This design comes from an exercise in tuning for small area and a short achievable clock period on the open sky130 flow, not from production work. Where RTL was checked, it was by simulation tests only, not by an equivalence proof against the original.

==> run K: inputs <==
Design rv32i_top, start of the top module:
module rv32i_top (
    input  wire        clk,
    input  wire        en,
    input  wire [31:0] inst,
    input  wire [31:0] pc,
    output wire        wen,
    output wire [31:0] waddr,
    output wire [31:0] wdata,
    output wire [31:0] next_pc);
export LEC_CHECK = 0
export CAP_MARGIN = 20
export CORE_MARGIN = 2
export CORE_UTILIZATION = 50
export CTS_CLUSTER_DIAMETER = 80
export CTS_CLUSTER_SIZE = 22
export SLEW_MARGIN = 20
export SYNTH_HIERARCHICAL = 1
export SYNTH_MINIMUM_KEEP_SIZE = 0
create_clock -name core_clock -period 20.0 [get_ports {clk}]
standard.sh (not shown) runs the stock make flow with config.mk's settings and CLKGATE_MAP_FILE= SYNTH_SCRIPT=/design/flow/synth_recipe.tcl, a recipe that flattens the netlist after the stock synthesis.
==> flow/flow/run.sh <==
#!/bin/bash
# Layout: the standard ORFS flow (standard.sh) with these changes to how the
# layout is optimised (the design, clock and constraints are unchanged):
#  - the port buffers are sky130_fd_sc_hd__buf_2 instead of the delay buffer
#    ORFS picks by default;
#  - ORFS's repair_timing steps aim at a larger setup slack;
#  - gate sizing may change a cell's footprint.
# ORFS writes each step's log under orfs/logs; make's own output goes to
# standard_finish.log.
set -euo pipefail
export BUFFER_PORTS_ARGS="-buffer_cell sky130_fd_sc_hd__buf_2"
export SETUP_SLACK_MARGIN=10
bash standard.sh MATCH_CELL_FOOTPRINT=0 finish > standard_finish.log 2>&1
==> run H: changes against run K <==
--- a/flow/design.v
+++ b/flow/design.v
@@ -46,23 +46,29 @@
   assign y = ~((a1 & a2) | b1);
 endmodule
 module g_o21ai (input wire a1, a2, b1, output wire y);
   assign y = ~((a1 | a2) & b1);
 endmodule
+module g_a22oi (input wire a1, a2, b1, b2, output wire y);
+  assign y = ~((a1 & a2) | (b1 & b2));
+endmodule
 module g_and2 (input wire a, b, output wire y);
   assign y = a & b;
 endmodule
 module g_xor2 (input wire a, b, output wire y);
   assign y = a ^ b;
 endmodule
 module g_inv (input wire a, output wire y);
   assign y = ~a;
 endmodule
+module g_or3 (input wire a, b, c, output wire y);
+  assign y = a | b | c;
+endmodule
 module g_nor3 (input wire a, b, c, output wire y);
   assign y = ~(a | b | c);
 endmodule
-module rd_bit (input wire [31:1] sel, input wire [31:1] d, output wire yn);
+module rd_bit (input wire [31:1] sel, input wire [31:1] d, output wire yn, output wire y);
   wire [10:0] n;
   genvar g;
   generate
     for (g = 0; g < 10; g = g + 1) begin : grp
       g_aoi222 u (.a1(sel[3*g+1]), .a2(d[3*g+1]), .b1(sel[3*g+2]), .b2(d[3*g+2]),
@@ -73,10 +79,11 @@
   wire m0, m1, m2;
   g_nand4 ua (.a(n[0]), .b(n[1]), .c(n[2]), .d(n[3]), .y(m0));
   g_nand4 ub (.a(n[4]), .b(n[5]), .c(n[6]), .d(n[7]), .y(m1));
   g_nand3 uc (.a(n[8]), .b(n[9]), .c(n[10]), .y(m2));
   g_nor3  ud (.a(m0), .b(m1), .c(m2), .y(yn));
+  g_or3   ue (.a(m0), .b(m1), .c(m2), .y(y));
 endmodule
 module add_sk32 #(parameter INV_Y = 0)
                 (input wire [31:0] a, b, input wire ci,
                  output wire [31:0] y, output wire co,
                  output wire [31:0] p, output wire [31:0] g);
@@ -117,11 +124,11 @@
   assign co = g5[31];
 endmodule
 module inc4 (input wire [31:0] a, output wire [31:0] y);
   assign y = a + 32'd4;
 endmodule
-module cmp32 (input wire [31:0] a, b, output wire ltu, output wire lts, output wire eq);
+module cmp32 (input wire [31:0] a, b, output wire lo_ltn, output wire lo_eqn);
   wire [30:0] l0, e0;
   genvar i;
   generate
     for (i = 0; i < 31; i = i + 1) begin : b0
       g_nor2b ul (.a(a[i]), .bn(b[i]), .y(l0[i]));
@@ -219,16 +226,34 @@
   g_o21ai ua4_1 (.a1(e3_3), .a2(l3_2), .b1(l3_3), .y(l4_1));
   g_nor2 ue4_1 (.a(e3_3), .b(e3_2), .y(e4_1));
   wire l5_0, e5_0;
   g_a21oi ua5_0 (.a1(e4_1), .a2(l4_0), .b1(l4_1), .y(l5_0));
   g_nand2 ue5_0 (.a(e4_1), .b(e4_0), .y(e5_0));
-  wire lo_lt = ~l5_0;
-  wire lo_eq = ~e5_0;
-  wire e31 = ~(a[31] ^ b[31]);
-  assign ltu = (~a[31] & b[31]) | (e31 & lo_lt);
-  assign lts = (a[31] & ~b[31]) | (e31 & lo_lt);
-  assign eq  = e31 & lo_eq;
+  assign lo_ltn = l5_0;
+  assign lo_eqn = e5_0;
+endmodule
+module br_jump (input wire lo_ltn, lo_eqn, a31, b31, input wire [2:0] f3,
+                input wire br, jal, output wire jump);
+  wire e31 = ~(a31 ^ b31);
+  wire sa  = a31 & ~b31;
+  wire ua  = ~a31 & b31;
+  wire br0 = br & (f3 == 3'd0);
+  wire br1 = br & (f3 == 3'd1);
+  wire br4 = br & (f3 == 3'd4);
+  wire br5 = br & (f3 == 3'd5);
+  wire br6 = br & (f3 == 3'd6);
+  wire br7 = br & (f3 == 3'd7);
+  wire pn  = ~(jal | (br1 & ~e31) | (br4 & sa) | (br5 & ~sa & ~e31)
+                   | (br6 & ua) | (br7 & ~ua & ~e31));
+  wire q   = (br4 | br6) & e31;            
+  wire r   = (br5 & ~sa) | (br7 & ~ua);    
+  wire s   = br0 & e31;                    
+  wire t   = br1;                          
+  wire ml, me;
+  g_mux2i u_l (.a0(q), .a1(r), .s(lo_ltn), .y(ml));
+  g_mux2i u_e (.a0(s), .a1(t), .s(lo_eqn), .y(me));
+  g_nand3 u_j (.a(pn), .b(ml), .c(me), .y(jump));
 endmodule
 module shifter (input wire [31:0] a, input wire [4:0] sh, input wire left, input wire arith,
                 output wire [31:0] shr);
   wire fl = arith & a[31] & ~left;    
   wire fn = ~fl;
@@ -323,10 +348,11 @@
   wire [31:0] imm_s = {{20{inst[31]}}, inst[31:25], inst[11:7]};
   wire [31:0] imm_b = {{20{inst[31]}}, inst[7], inst[30:25], inst[11:8], 1'b0};
   wire [31:0] imm_u = {inst[31:12], 12'b0};
   wire [31:0] imm_j = {{12{inst[31]}}, inst[19:12], inst[20], inst[30:21], 1'b0};
   wire [31:0] r1n, r2n;        
+  wire [31:0] r1, r2;          
   wire [31:1] sel1, sel2;
   genvar gi, gb;
   generate
     for (gi = 1; gi < 32; gi = gi + 1) begin : dec
       assign sel1[gi] = (rs1 == gi);
@@ -335,46 +361,40 @@
     for (gb = 0; gb < 32; gb = gb + 1) begin : rdp
       wire [31:1] d;
       for (gi = 1; gi < 32; gi = gi + 1) begin : col
         assign d[gi] = rf[32*gi + gb];
       end
-      rd_bit p1 (.sel(sel1), .d(d), .yn(r1n[gb]));
-      rd_bit p2 (.sel(sel2), .d(d), .yn(r2n[gb]));
+      rd_bit p1 (.sel(sel1), .d(d), .yn(r1n[gb]), .y(r1[gb]));
+      rd_bit p2 (.sel(sel2), .d(d), .yn(r2n[gb]), .y(r2[gb]));
     end
   endgenerate
-  wire [31:0] r1 = ~r1n;
-  wire [31:0] r2 = ~r2n;
   wire [31:0] addr, pc_imm, pc4;
   wire [31:0] addr_imm = op_store ? imm_s : imm_i;
   wire [31:0] pc_imm_v = op_jal ? imm_j : (op_branch ? imm_b : imm_u);
   wire        unused_co0, unused_co1;
   wire [31:0] unused_p0, unused_g0, unused_p1, unused_g1;
   add_sk32 #(.INV_Y(1)) u_addr (.a(r1n), .b(~addr_imm), .ci(1'b1), .y(addr), .co(unused_co0),
                    .p(unused_p0), .g(unused_g0));                   
   add_sk32 u_pcimm (.a(pc), .b(pc_imm_v), .ci(1'b0), .y(pc_imm), .co(unused_co1),
                     .p(unused_p1), .g(unused_g1));                  
   inc4 u_pc4 (.a(pc), .y(pc4));
-  wire br_ltu, br_lt, br_eq;
-  cmp32 u_br (.a(r2n), .b(r1n), .ltu(br_ltu), .lts(br_lt), .eq(br_eq));
-  reg  br_taken;
-  always @* begin
-    case (f3)
-      3'd0: br_taken = br_eq;
-      3'd1: br_taken = ~br_eq;
-      3'd4: br_taken = br_lt;
-      3'd5: br_taken = ~br_lt;
-      3'd6: br_taken = br_ltu;
-      3'd7: br_taken = ~br_ltu;
-      default: br_taken = 1'b0;
-    endcase
-  end
+  wire br_ltn, br_eqn;
+  cmp32 u_br (.a(r2n), .b(r1n), .lo_ltn(br_ltn), .lo_eqn(br_eqn));
+  wire [3:0] jump;
+  genvar gj;
+  generate
+    for (gj = 0; gj < 4; gj = gj + 1) begin : jp
+      br_jump u_j (.lo_ltn(br_ltn), .lo_eqn(br_eqn), .a31(r2n[31]), .b31(r1n[31]),
+                   .f3(f3), .br(op_branch), .jal(op_jal), .jump(jump[gj]));
+    end
+  endgenerate
   wire [31:0] b      = op_rr ? r2 : imm_i;
   wire        do_sub = (op_rr & f7_20 & (f3 == 3'd0)) | (f3 == 3'd2) | (f3 == 3'd3);
   wire [31:0] bx = b ^ {32{do_sub}};
   wire [31:0] sum, ap, agn;
   wire        con;
-  add_sk32 #(.INV_Y(1)) u_alu (.a(r1n), .b(~bx), .ci(~do_sub), .y(sum), .co(con),
+  add_sk32 #(.INV_Y(1)) u_alu (.a(~r1), .b(~bx), .ci(~do_sub), .y(sum), .co(con),
                   .p(ap), .g(agn));
   wire        ltu = con;
   wire        lt  = (r1[31] ^ b[31]) ? r1[31] : sum[31];
   wire [31:0] shr;
   shifter u_sh (.a(r1), .sh(b[4:0]), .left(f3 == 3'd1), .arith(f7_20), .shr(shr));
@@ -433,19 +453,24 @@
     st_f3    <= f3;
     st_rs2   <= r2;
     st_pc4   <= pc4;
   end
   wire act   = en & ~stg2;
-  wire jump  = op_jal | (op_branch & br_taken);
   wire s_adr = act & (ls | op_jalr);
-  wire s_pci = act & jump;
-  wire s_pc4 = act & ~(ls | op_jalr | jump);
+  wire s_b   = act & ~(ls | op_jalr);
   wire s_spc = en & stg2;
-  wire [31:0] npc = ({32{s_adr}} & {addr[31:1], addr[0] & ~op_jalr})
-                  | ({32{s_pci}} & pc_imm)
-                  | ({32{s_pc4}} & pc4)
-                  | ({32{s_spc}} & st_pc4);
+  wire [31:0] addr_m = {addr[31:1], addr[0] & ~op_jalr};
+  wire [31:0] y1 = {32{s_b}} & pc_imm;
+  wire [31:0] y0 = {32{s_b}} & pc4;
+  wire [31:0] npc, xn, mn;
+  generate
+    for (gb = 0; gb < 32; gb = gb + 1) begin : np
+      g_a22oi u_x (.a1(s_adr), .a2(addr_m[gb]), .b1(s_spc), .b2(st_pc4[gb]), .y(xn[gb]));
+      g_mux2i u_m (.a0(y0[gb]), .a1(y1[gb]), .s(jump[gb/8]), .y(mn[gb]));
+      g_nand2 u_o (.a(xn[gb]), .b(mn[gb]), .y(npc[gb]));
+    end
+  endgenerate
   reg [31:0] wdata;
   always @* begin
     case (st_f3)
       3'd0:    wdata = {inst[31:8], st_rs2[7:0]};
       3'd1:    wdata = {inst[31:16], st_rs2[15:0]};
--- a/flow/flow/run.sh
+++ b/flow/flow/run.sh
@@ -7,7 +7,7 @@
 #  - gate sizing may change a cell's footprint.
 # ORFS writes each step's log under orfs/logs; make's own output goes to
 # standard_finish.log.
 set -euo pipefail
 export BUFFER_PORTS_ARGS="-buffer_cell sky130_fd_sc_hd__buf_2"
-export SETUP_SLACK_MARGIN=10
+export SETUP_SLACK_MARGIN=7.9
 bash standard.sh MATCH_CELL_FOOTPRINT=0 finish > standard_finish.log 2>&1
==> flow/config.mk (replaced) <==
export PLATFORM = sky130hd
export DESIGN_NAME = rv32i_top
export DESIGN_NICKNAME = rv32i_top
export VERILOG_FILES = /design/flow/design.v
export SDC_FILE = /design/flow/constraint.sdc
export NUM_CORES = 4
export LEC_CHECK = 0
export CAP_MARGIN = 30
export CORE_MARGIN = 2
export CORE_UTILIZATION = 50
export CTS_CLUSTER_DIAMETER = 80
export CTS_CLUSTER_SIZE = 22
export SLEW_MARGIN = 30
export SYNTH_HIERARCHICAL = 1
export SYNTH_MINIMUM_KEEP_SIZE = 0
==> qor.csv <==
metric;value;unit
dieArea;113000;um^2
crit_buf_inv;7;
pg_clk;1.46;mW
status;no timing/DRC/antenna violations;
nNonClkBuffers;551;
synth_area_per_cell;13.3;um^2
met1_usage;52.2;%
r2r_slack;13290;ps
hold_depth;3;
the above is filed under run H

==> qor.csv <==
metric;value;unit
clkSinkCount;1066;
synth_area_per_cell;13.5;um^2
worstMarginPinSlew;1770;ps
vias;43700;
multi_input_gates;2606;
cp.depth;24;
met1_usage;55.5;%
so_faults;slew limit;
crit_buf_inv;6;
r2r_slack;13800;ps
nNonClkBuffers;523;
min_from;core.rf[1008]$_DFFE_PP_;
hold_depth;4;
status;failed layout checks;
drv_slew;3;
seq_cell_count;1066;
the above is filed under run K

No functional check of the RTL was part of run K.

static timing again, ports no longer ideal:
In the flow no input, the clock included, has a driving cell. The finished layouts below were timed again as built, in two steps. Step 1, drivers: a clkbuf_16 drives clk and a buf_2 each remaining input, both assumed. Step 2 times the ports against the registers' clock, not the clock port: input delays grow and output delays shrink by t, the midpoint of the rising clock arrivals with the driver on. a / b / c = ideal ports / drivers / drivers and shift; a / b = the first two.
run	t (ns)	setup WS [ns]	slew at the worst register clock pin (ns)	worst data-port slew with drivers (ns)	pins driven straight from the clock port
run K	0.797	7.138 / 7.087 / 7.087	0.10 / 0.10	0.14	1
run H	0.754	7.938 / 7.803 / 7.803	0.10 / 0.10	0.21	1
The setup slack of run H, which loses most, moves by -0.135 ns with the drivers and by -0.135 ns with both steps.
